This design comes from an exercise in tuning for small area and a short achievable clock period on the open sky130 flow, not from production work. In this exercise RTL edits were held to simulation tests only and were not proved equivalent to the original. The clock port is modelled as an ideal driver, which makes a skipped or thinned clock tree look cheaper than it is; a real chip needs a root buffer or a tree. Power is estimated from default activity; no workload was simulated.

==> amber <==
==> flow/design.v <==
`timescale 1ns / 1ps
module fifo_queue16 (
    input  wire         clk,
    input  wire         rst,
    input  wire         wr_en,
    input  wire [31:0]  din,
    input  wire         pop,
    output wire [15:0]  rsel,
    output wire [15:0]  rsel_b,     
    output wire [511:0] mem_q,    
    output reg          empty,      
    output reg          full,
    output reg          ne,         
    output wire         empty_n     
);
reg nf;                             
reg [31:0] mem [0:15];
reg [15:0] wsel;
reg [7:0]  jc;      
wire one     = jc[0] & ~jc[1];    
wire fifteen = jc[7] & ~jc[6];    
wire push    = wr_en & nf;
integer i;
always @(posedge clk) begin
    for (i = 0; i < 16; i = i + 1)
        if (wsel[i]) mem[i] <= din;
end
genvar g;
generate
    for (g = 0; g < 16; g = g + 1) begin : q
        assign mem_q[32*g +: 32] = mem[g];
    end
endgenerate
wire ns    = ~rst;
wire w_r   = ns & ~nf & pop;
wire w_s   = ns & nf & wr_en & ~(fifteen & ~pop);
wire w_h   = ns & nf & ~wr_en;
wire r_w   = ns & ~ne & wr_en;
wire r_s   = ns & ne & pop & ~(one & ~push);
wire r_h   = ns & ne & ~pop;
wire inc   = push & ~pop;
wire dec   = pop & ~push;
wire j_u   = ns & inc;
wire j_d   = ns & dec;
wire j_h   = ns & ~inc & ~dec;
assign empty_n = rst | (~ne & ~push) | (one & pop & ~push);
wire   full_n  = ns & ((~nf & ~pop) | (fifteen & push & ~pop));
wire [15:0] wsel_n, rsel_n;
wire [7:0]  jc_n;
wire [15:0] wsel_rot = {wsel[14:0], wsel[15]};
wire [15:0] rsel_rot = {rsel[14:0], rsel[15]};
wire [7:0]  jc_up    = {jc[6:0], ~jc[7]};
wire [7:0]  jc_dn    = {~jc[0], jc[7:1]};
fifo_reg16 ra (.clk(clk), .d(rsel_n), .q(rsel));
fifo_reg16 rb (.clk(clk), .d(rsel_n), .q(rsel_b));
genvar k;
generate
    for (k = 0; k < 16; k = k + 1) begin : ptr
        fifo_sel3 ws (.a(rsel[k]), .sa(w_r), .b(wsel_rot[k]), .sb(w_s), .c(wsel[k]), .sc(w_h), .y(wsel_n[k]));
        fifo_sel3 rs (.a(wsel[k]), .sa(r_w), .b(rsel_rot[k]), .sb(r_s), .c(rsel[k]), .sc(r_h), .y(rsel_n[k]));
    end
    for (k = 0; k < 8; k = k + 1) begin : cnt
        fifo_sel3 js (.a(jc_up[k]), .sa(j_u), .b(jc_dn[k]), .sb(j_d), .c(jc[k]), .sc(j_h), .y(jc_n[k]));
    end
endgenerate
always @(posedge clk) begin
    wsel  <= {wsel_n[15:1], wsel_n[0] | rst};
    jc    <= jc_n;
    empty <= empty_n;
    ne    <= ~empty_n;
    full  <= full_n;
    nf    <= ~full_n;
end
endmodule
module fifo_reg16 (
    input  wire        clk,
    input  wire [15:0] d,
    output reg  [15:0] q
);
always @(posedge clk)
    q <= d;
endmodule
module fifo_sel3 (
    input  wire a, sa,
    input  wire b, sb,
    input  wire c, sc,
    output wire y
);
wire na, nb, nc;
fifo_nand2 ga (.a(sa), .b(a), .y(na));
fifo_nand2 gb (.a(sb), .b(b), .y(nb));
fifo_nand2 gc (.a(sc), .b(c), .y(nc));
fifo_nand3 gy (.a(na), .b(nb), .c(nc), .y(y));
endmodule
module fifo_nand2 (input wire a, b, output wire y);
assign y = ~(a & b);
endmodule
module fifo_nand3 (input wire a, b, c, output wire y);
assign y = ~(a & b & c);
endmodule
module fifo_aor8 (
    input  wire [7:0] s,
    input  wire [7:0] d,
    output wire       y
);
assign y = |(s & d);
endmodule
module fifo_dout_next (
    input  wire [3:0] p,
    input  wire       hload,
    input  wire       lload,
    input  wire       hold,
    input  wire       q,
    output wire       y
);
assign y = (hload & (p[0] | p[1])) | (lload & (p[2] | p[3])) | (hold & q);
endmodule
module fifo_priority #(
    parameter DATA_WIDTH = 32,
    parameter DEPTH = 16,
    parameter ADDR_WIDTH = 4    
)(
    input wire clk,
    input wire rst,
    input wire hp_wr_en,
    input wire [DATA_WIDTH-1:0] hp_din,
    input wire lp_wr_en,
    input wire [DATA_WIDTH-1:0] lp_din,
    input wire rd_en,
    output reg [DATA_WIDTH-1:0] dout,
    output wire hp_empty,
    output wire lp_empty,
    output wire hp_full,
    output wire lp_full
);
wire [15:0]  hp_rsel, lp_rsel, hp_rsel_b, lp_rsel_b;
wire [511:0] hp_mem, lp_mem;
wire hp_pop = rd_en & hp_ne;
wire hp_empty_n, lp_empty_n;
wire hp_ne, lp_ne;
reg  lp_ok;
always @(posedge clk)
    lp_ok <= hp_empty_n & ~lp_empty_n;
wire lp_pop = rd_en & lp_ok;
fifo_queue16 hpq (
    .clk(clk), .rst(rst), .wr_en(hp_wr_en), .din(hp_din), .pop(hp_pop),
    .rsel(hp_rsel), .rsel_b(hp_rsel_b), .mem_q(hp_mem), .empty(hp_empty), .full(hp_full), .ne(hp_ne), .empty_n(hp_empty_n)
);
fifo_queue16 lpq (
    .clk(clk), .rst(rst), .wr_en(lp_wr_en), .din(lp_din), .pop(lp_pop),
    .rsel(lp_rsel), .rsel_b(lp_rsel_b), .mem_q(lp_mem), .empty(lp_empty), .full(lp_full), .ne(lp_ne), .empty_n(lp_empty_n)
);
wire fire  = rd_en & (hp_ne | lp_ok);
wire hload = rd_en & hp_ne & ~rst;
wire lload = rd_en & lp_ok & ~rst;
wire hold  = ~fire & ~rst;
wire [31:0] dout_d;
genvar b, e;
generate
    for (b = 0; b < 32; b = b + 1) begin : bit_
        wire [7:0] hd0, hd1, ld0, ld1;
        for (e = 0; e < 8; e = e + 1) begin : ent
            assign hd0[e] = hp_mem[32*e + b];
            assign hd1[e] = hp_mem[32*(e+8) + b];
            assign ld0[e] = lp_mem[32*e + b];
            assign ld1[e] = lp_mem[32*(e+8) + b];
        end
        wire [3:0] p;
        wire [15:0] hs = (b < 16) ? hp_rsel : hp_rsel_b;
        wire [15:0] ls = (b < 16) ? lp_rsel : lp_rsel_b;
        fifo_aor8 h0 (.s(hs[7:0]),  .d(hd0), .y(p[0]));
        fifo_aor8 h1 (.s(hs[15:8]), .d(hd1), .y(p[1]));
        fifo_aor8 l0 (.s(ls[7:0]),  .d(ld0), .y(p[2]));
        fifo_aor8 l1 (.s(ls[15:8]), .d(ld1), .y(p[3]));
        fifo_dout_next n (.p(p), .hload(hload), .lload(lload), .hold(hold), .q(dout[b]), .y(dout_d[b]));
    end
endgenerate
always @(posedge clk)
    dout <= dout_d;
endmodule
==> flow/flow/run.sh <==
#!/bin/bash
# Standard ORFS layout (the standard.sh), except that:
#  - the clock tree is built by flow/cts_tree.tcl (a PRE_CTS_TCL hook)
#    instead of ORFS's CTS;
#  - the port buffers are buf_2 cells (ORFS's default pick is a delay cell).
set -euo pipefail
work=$(pwd)
bash standard.sh PRE_CTS_TCL="$work/flow/cts_tree.tcl" \
    "BUFFER_PORTS_ARGS=-inputs -outputs -buffer_cell sky130_fd_sc_hd__buf_2" \
    finish > "$work/standard_flow.log" 2>&1
==> flow/flow/cts_tree.tcl <==

proc build_tree {leafsize nroot {leafcell sky130_fd_sc_hd__clkbuf_16} {rootcell sky130_fd_sc_hd__clkbuf_16}} {
  set block [ord::get_db_block]
  set db [ord::get_db]
  set master [$db findMaster $rootcell]
  set lmaster [$db findMaster $leafcell]
  set clk [$block findNet clk]
  set sinks {}
  foreach it [$clk getITerms] {
    set inst [$it getInst]
    set b [$inst getBBox]
    lappend sinks [list $it [expr {([$b xMin]+[$b xMax])/2}] [expr {([$b yMin]+[$b yMax])/2}]]
  }
  set n [llength $sinks]
  set nleaf [expr {int(ceil(double($n)/$leafsize))}]
  # bands: nb bands by y, each split by x
  set nb [expr {int(round(sqrt($nleaf)))}]
  set sinks [lsort -real -index 2 $sinks]
  set per_band [expr {int(ceil(double($n)/$nb))}]
  set leaves {}
  set li 0
  for {set bi 0} {$bi < $nb} {incr bi} {
    set band [lrange $sinks [expr {$bi*$per_band}] [expr {($bi+1)*$per_band-1}]]
    if {[llength $band] == 0} continue
    set band [lsort -real -index 1 $band]
    set nc [expr {int(ceil(double([llength $band])/$leafsize))}]
    set per [expr {int(ceil(double([llength $band])/$nc))}]
    for {set ci 0} {$ci < $nc} {incr ci} {
      set cl [lrange $band [expr {$ci*$per}] [expr {($ci+1)*$per-1}]]
      if {[llength $cl] == 0} continue
      set sx 0; set sy 0
      foreach s $cl { set sx [expr {$sx+[lindex $s 1]}]; set sy [expr {$sy+[lindex $s 2]}] }
      set cx [expr {int($sx/[llength $cl])}]; set cy [expr {int($sy/[llength $cl])}]
      set inst [odb::dbInst_create $block $lmaster "ckleaf_$li"]
      $inst setLocation $cx $cy
      $inst setPlacementStatus PLACED
      set net [odb::dbNet_create $block "cknet_leaf_$li"]
      $net setSigType CLOCK
      foreach s $cl { set it [lindex $s 0]; $it disconnect; $it connect $net }
      [$inst findITerm $::OUTPIN] connect $net
      lappend leaves [list $inst $cx $cy]
      incr li
    }
  }
  # roots: leaves split by x into two halves, each half by y into nroot/2
  # groups (quadrants for 4 roots); one root buffer per group
  set leaves [lsort -real -index 1 $leaves]
  set nl [llength $leaves]
  set half [expr {int(ceil($nl/2.0))}]
  set groups {}
  foreach hl [list [lrange $leaves 0 [expr {$half-1}]] [lrange $leaves $half end]] {
    set hl [lsort -real -index 2 $hl]
    set ng [expr {$nroot/2}]
    set per [expr {int(ceil(double([llength $hl])/$ng))}]
    for {set g 0} {$g < $ng} {incr g} {
      lappend groups [lrange $hl [expr {$g*$per}] [expr {($g+1)*$per-1}]]
    }
  }
  set r 0
  foreach gl $groups {
    if {[llength $gl] == 0} continue
    set sx 0; set sy 0
    foreach s $gl { set sx [expr {$sx+[lindex $s 1]}]; set sy [expr {$sy+[lindex $s 2]}] }
    set cx [expr {int($sx/[llength $gl])}]; set cy [expr {int($sy/[llength $gl])}]
    set inst [odb::dbInst_create $block $master "ckroot_$r"]
    $inst setLocation $cx $cy
    $inst setPlacementStatus PLACED
    set net [odb::dbNet_create $block "cknet_root_$r"]
    $net setSigType CLOCK
    foreach s $gl { [[lindex $s 0] findITerm $::INPIN] connect $net }
    [$inst findITerm $::OUTPIN] connect $net
    [$inst findITerm $::INPIN] connect $clk
    incr r
  }
  puts "tree: $n sinks, [llength $leaves] leaves, $nroot roots"
}

set ::OUTPIN Y
set ::INPIN A
set leaf_size 24
set nroot 4
build_tree $leaf_size $nroot sky130_fd_sc_hd__clkinv_8 sky130_fd_sc_hd__clkinv_16
set_propagated_clock [all_clocks]

rename repair_clock_inverters orfs_repair_clock_inverters
proc repair_clock_inverters {args} {
  puts "repair_clock_inverters skipped: clock tree built by the PRE_CTS_TCL hook"
}
rename clock_tree_synthesis orfs_clock_tree_synthesis
proc clock_tree_synthesis {args} {
  puts "clock_tree_synthesis skipped: clock tree built by the PRE_CTS_TCL hook"
}
==> flow/standard.sh <==
#!/bin/bash
# synth_recipe.tcl (not shown) runs the flow's synth.tcl, then flattens the netlist and writes it again
# the make line also repeats each setting of config.mk as NAME=value (left out here)
make -C /OpenROAD-flow-scripts/flow DESIGN_CONFIG=/design/flow/config.mk WORK_HOME=/design/flow/orfs CLKGATE_MAP_FILE= SYNTH_SCRIPT=/design/flow/synth_recipe.tcl "${@:-finish}"
==> flow/config.mk <==
export PLATFORM = sky130hd
export DESIGN_NAME = fifo_priority
export DESIGN_NICKNAME = fifo_priority
export VERILOG_FILES = /design/flow/design.v
export SDC_FILE = /design/flow/constraint.sdc
export NUM_CORES = 4
export LEC_CHECK = 0
export CAP_MARGIN = 20
export CORE_MARGIN = 2
export CORE_UTILIZATION = 74
export SETUP_SLACK_MARGIN = 1.25
export SLEW_MARGIN = 20
export SYNTH_HIERARCHICAL = 1
export SYNTH_MINIMUM_KEEP_SIZE = 0
export TNS_END_PERCENT = 20
==> flow/constraint.sdc <==
create_clock -name core_clock -period 2.5 [get_ports {clk}]
set_input_delay 0.5000 -clock core_clock [delete_from_list [all_inputs] [get_ports {clk}]]
set_output_delay 0.5000 -clock core_clock [all_outputs]
set_load 0.01 [all_outputs]
==> cedar (differences from amber) <==
--- a/flow/design.v
+++ b/flow/design.v
@@ -6,6 +6,5 @@
     input  wire [31:0]  din,
     input  wire         pop,
-    output wire [15:0]  rsel,
-    output wire [15:0]  rsel_b,     
+    output reg  [15:0]  rsel,
     output wire [511:0] mem_q,    
     output reg          empty,      
@@ -52,6 +51,4 @@
 wire [7:0]  jc_up    = {jc[6:0], ~jc[7]};
 wire [7:0]  jc_dn    = {~jc[0], jc[7:1]};
-fifo_reg16 ra (.clk(clk), .d(rsel_n), .q(rsel));
-fifo_reg16 rb (.clk(clk), .d(rsel_n), .q(rsel_b));
 genvar k;
 generate
@@ -66,4 +63,5 @@
 always @(posedge clk) begin
     wsel  <= {wsel_n[15:1], wsel_n[0] | rst};
+    rsel  <= rsel_n;
     jc    <= jc_n;
     empty <= empty_n;
@@ -72,12 +70,4 @@
     nf    <= ~full_n;
 end
-endmodule
-module fifo_reg16 (
-    input  wire        clk,
-    input  wire [15:0] d,
-    output reg  [15:0] q
-);
-always @(posedge clk)
-    q <= d;
 endmodule
 module fifo_sel3 (
@@ -134,5 +124,5 @@
     output wire lp_full
 );
-wire [15:0]  hp_rsel, lp_rsel, hp_rsel_b, lp_rsel_b;
+wire [15:0]  hp_rsel, lp_rsel;
 wire [511:0] hp_mem, lp_mem;
 wire hp_pop = rd_en & hp_ne;
@@ -145,9 +135,9 @@
 fifo_queue16 hpq (
     .clk(clk), .rst(rst), .wr_en(hp_wr_en), .din(hp_din), .pop(hp_pop),
-    .rsel(hp_rsel), .rsel_b(hp_rsel_b), .mem_q(hp_mem), .empty(hp_empty), .full(hp_full), .ne(hp_ne), .empty_n(hp_empty_n)
+    .rsel(hp_rsel), .mem_q(hp_mem), .empty(hp_empty), .full(hp_full), .ne(hp_ne), .empty_n(hp_empty_n)
 );
 fifo_queue16 lpq (
     .clk(clk), .rst(rst), .wr_en(lp_wr_en), .din(lp_din), .pop(lp_pop),
-    .rsel(lp_rsel), .rsel_b(lp_rsel_b), .mem_q(lp_mem), .empty(lp_empty), .full(lp_full), .ne(lp_ne), .empty_n(lp_empty_n)
+    .rsel(lp_rsel), .mem_q(lp_mem), .empty(lp_empty), .full(lp_full), .ne(lp_ne), .empty_n(lp_empty_n)
 );
 wire fire  = rd_en & (hp_ne | lp_ok);
@@ -167,10 +157,8 @@
         end
         wire [3:0] p;
-        wire [15:0] hs = (b < 16) ? hp_rsel : hp_rsel_b;
-        wire [15:0] ls = (b < 16) ? lp_rsel : lp_rsel_b;
-        fifo_aor8 h0 (.s(hs[7:0]),  .d(hd0), .y(p[0]));
-        fifo_aor8 h1 (.s(hs[15:8]), .d(hd1), .y(p[1]));
-        fifo_aor8 l0 (.s(ls[7:0]),  .d(ld0), .y(p[2]));
-        fifo_aor8 l1 (.s(ls[15:8]), .d(ld1), .y(p[3]));
+        fifo_aor8 h0 (.s(hp_rsel[7:0]),  .d(hd0), .y(p[0]));
+        fifo_aor8 h1 (.s(hp_rsel[15:8]), .d(hd1), .y(p[1]));
+        fifo_aor8 l0 (.s(lp_rsel[7:0]),    .d(ld0), .y(p[2]));
+        fifo_aor8 l1 (.s(lp_rsel[15:8]),  .d(ld1), .y(p[3]));
         fifo_dout_next n (.p(p), .hload(hload), .lload(lload), .hold(hold), .q(dout[b]), .y(dout_d[b]));
     end
==> flow/flow/run.sh (replaced) <==
#!/bin/bash
# Standard ORFS layout (the standard.sh), except that:
#  - the clock tree is built by flow/cts_tree.tcl (a PRE_CTS_TCL hook)
#    instead of ORFS's CTS;
#  - the port buffers are buf_1 cells (ORFS's default pick is a delay cell).
set -euo pipefail
work=$(pwd)
bash standard.sh PRE_CTS_TCL="$work/flow/cts_tree.tcl" \
    "BUFFER_PORTS_ARGS=-inputs -outputs -buffer_cell sky130_fd_sc_hd__buf_1" \
    finish > "$work/standard_flow.log" 2>&1
==> flow/flow/cts_tree.tcl (replaced) <==
proc build_tree {leafsize nroot} {
  set block [ord::get_db_block]
  set db [ord::get_db]
  set master [$db findMaster sky130_fd_sc_hd__clkbuf_16]
  set clk [$block findNet clk]
  set sinks {}
  foreach it [$clk getITerms] {
    set inst [$it getInst]
    set b [$inst getBBox]
    lappend sinks [list $it [expr {([$b xMin]+[$b xMax])/2}] [expr {([$b yMin]+[$b yMax])/2}]]
  }
  set n [llength $sinks]
  set nleaf [expr {int(ceil(double($n)/$leafsize))}]
  # bands: nb bands by y, each split by x
  set nb [expr {int(round(sqrt($nleaf)))}]
  set sinks [lsort -real -index 2 $sinks]
  set per_band [expr {int(ceil(double($n)/$nb))}]
  set leaves {}
  set li 0
  for {set bi 0} {$bi < $nb} {incr bi} {
    set band [lrange $sinks [expr {$bi*$per_band}] [expr {($bi+1)*$per_band-1}]]
    if {[llength $band] == 0} continue
    set band [lsort -real -index 1 $band]
    set nc [expr {int(ceil(double([llength $band])/$leafsize))}]
    set per [expr {int(ceil(double([llength $band])/$nc))}]
    for {set ci 0} {$ci < $nc} {incr ci} {
      set cl [lrange $band [expr {$ci*$per}] [expr {($ci+1)*$per-1}]]
      if {[llength $cl] == 0} continue
      set sx 0; set sy 0
      foreach s $cl { set sx [expr {$sx+[lindex $s 1]}]; set sy [expr {$sy+[lindex $s 2]}] }
      set cx [expr {int($sx/[llength $cl])}]; set cy [expr {int($sy/[llength $cl])}]
      set inst [odb::dbInst_create $block $master "ckleaf_$li"]
      $inst setLocation $cx $cy
      $inst setPlacementStatus PLACED
      set net [odb::dbNet_create $block "cknet_leaf_$li"]
      $net setSigType CLOCK
      foreach s $cl { set it [lindex $s 0]; $it disconnect; $it connect $net }
      [$inst findITerm X] connect $net
      lappend leaves [list $inst $cx $cy]
      incr li
    }
  }
  # roots: split leaves by x into nroot groups
  set leaves [lsort -real -index 1 $leaves]
  set per [expr {int(ceil(double([llength $leaves])/$nroot))}]
  for {set r 0} {$r < $nroot} {incr r} {
    set gl [lrange $leaves [expr {$r*$per}] [expr {($r+1)*$per-1}]]
    if {[llength $gl] == 0} continue
    set sx 0; set sy 0
    foreach s $gl { set sx [expr {$sx+[lindex $s 1]}]; set sy [expr {$sy+[lindex $s 2]}] }
    set cx [expr {int($sx/[llength $gl])}]; set cy [expr {int($sy/[llength $gl])}]
    set inst [odb::dbInst_create $block $master "ckroot_$r"]
    $inst setLocation $cx $cy
    $inst setPlacementStatus PLACED
    set net [odb::dbNet_create $block "cknet_root_$r"]
    $net setSigType CLOCK
    foreach s $gl { [[lindex $s 0] findITerm A] connect $net }
    [$inst findITerm X] connect $net
    [$inst findITerm A] connect $clk
  }
  puts "tree: $n sinks, [llength $leaves] leaves, $nroot roots"
}

set leaf_size 28
set nroot 4
if {[info exists ::env(TREE_LEAF_SIZE)]} { set leaf_size $::env(TREE_LEAF_SIZE) }
if {[info exists ::env(TREE_NROOT)]} { set nroot $::env(TREE_NROOT) }
build_tree $leaf_size $nroot
set_propagated_clock [all_clocks]

rename clock_tree_synthesis orfs_clock_tree_synthesis
proc clock_tree_synthesis {args} {
  puts "clock_tree_synthesis skipped: clock tree built by the PRE_CTS_TCL hook"
}
- SETUP_SLACK_MARGIN: 1.25 -> 0.95
- TNS_END_PERCENT: 20 -> not set
==> pepper (differences from amber) <==
- SETUP_SLACK_MARGIN: 1.25 -> 0.95
==> run notes <==
- DR vias: 25,000
- Global Route met2 Usage: 61.3%
- Sum of met3 wire segment lengths after detailed routing: 15,000 um
- Outcome: finished clean
the above is filed under cedar

==> run notes <==
- Outcome: finished clean
- Sum of met3 wire segment lengths after detailed routing: 10,100 um
- Final setup viols: 0
- Worst path cell trace: buf_4 > a22oi_1 > nand4_1 > o21ai_1 > nand3_1
- Leading register cell type out of synthesis: sky130_fd_sc_hd__edfxtp_1
- Global Route met2 Usage: 57.7%
- DR vias: 23,500
the above is filed under pepper

==> run notes <==
- Clock network power share: 25.0%
- Global Route met2 Usage: 66.1%
- Count of unique library cells instantiated by Yosys: 29
- DR vias: 25,800
- Outcome: finished clean
- Sum of met3 wire segment lengths after detailed routing: 15,100 um
- Worst-margin pin slew: 684 ps
the above is filed under amber

No run of this note takes its clock network from TritonCTS; it comes from the design's own scripts or RTL.

-- afterwards: timing with drivers on the ports --
Ports are ideal in the flow. The routed layouts listed here were re-timed in OpenROAD.
Step 1, drivers: a clkbuf_16 drives clk and a buf_2 each remaining input, both assumed.
Step 2 also shifts input and output timing later by t, the mid clock arrival at the registers, as if the neighbouring blocks saw the same clock.
Slacks: ideal / step 1 / step 2; pairs: ideal / step 1.
run | t, ns | slack for setup (ns) | worst setup path at the end | worst register clock-pin slew, ns | worst slew at a driven data input, ns
amber | 0.608 | 0.939 / 0.814 / 0.694 | input to register | 0.11 / 0.12 | 0.12
cedar | 0.537 | 0.843 / 0.842 / 0.493 | input to register | 0.11 / 0.11 | 0.11
pepper | 0.598 | 0.870 / 0.687 / 0.560 | input to register | 0.11 / 0.11 | 0.10
After both steps every run listed still meets setup and hold. For cedar, which loses most, drivers alone change the setup slack by -0.001 ns; drivers and shift together by -0.350 ns.
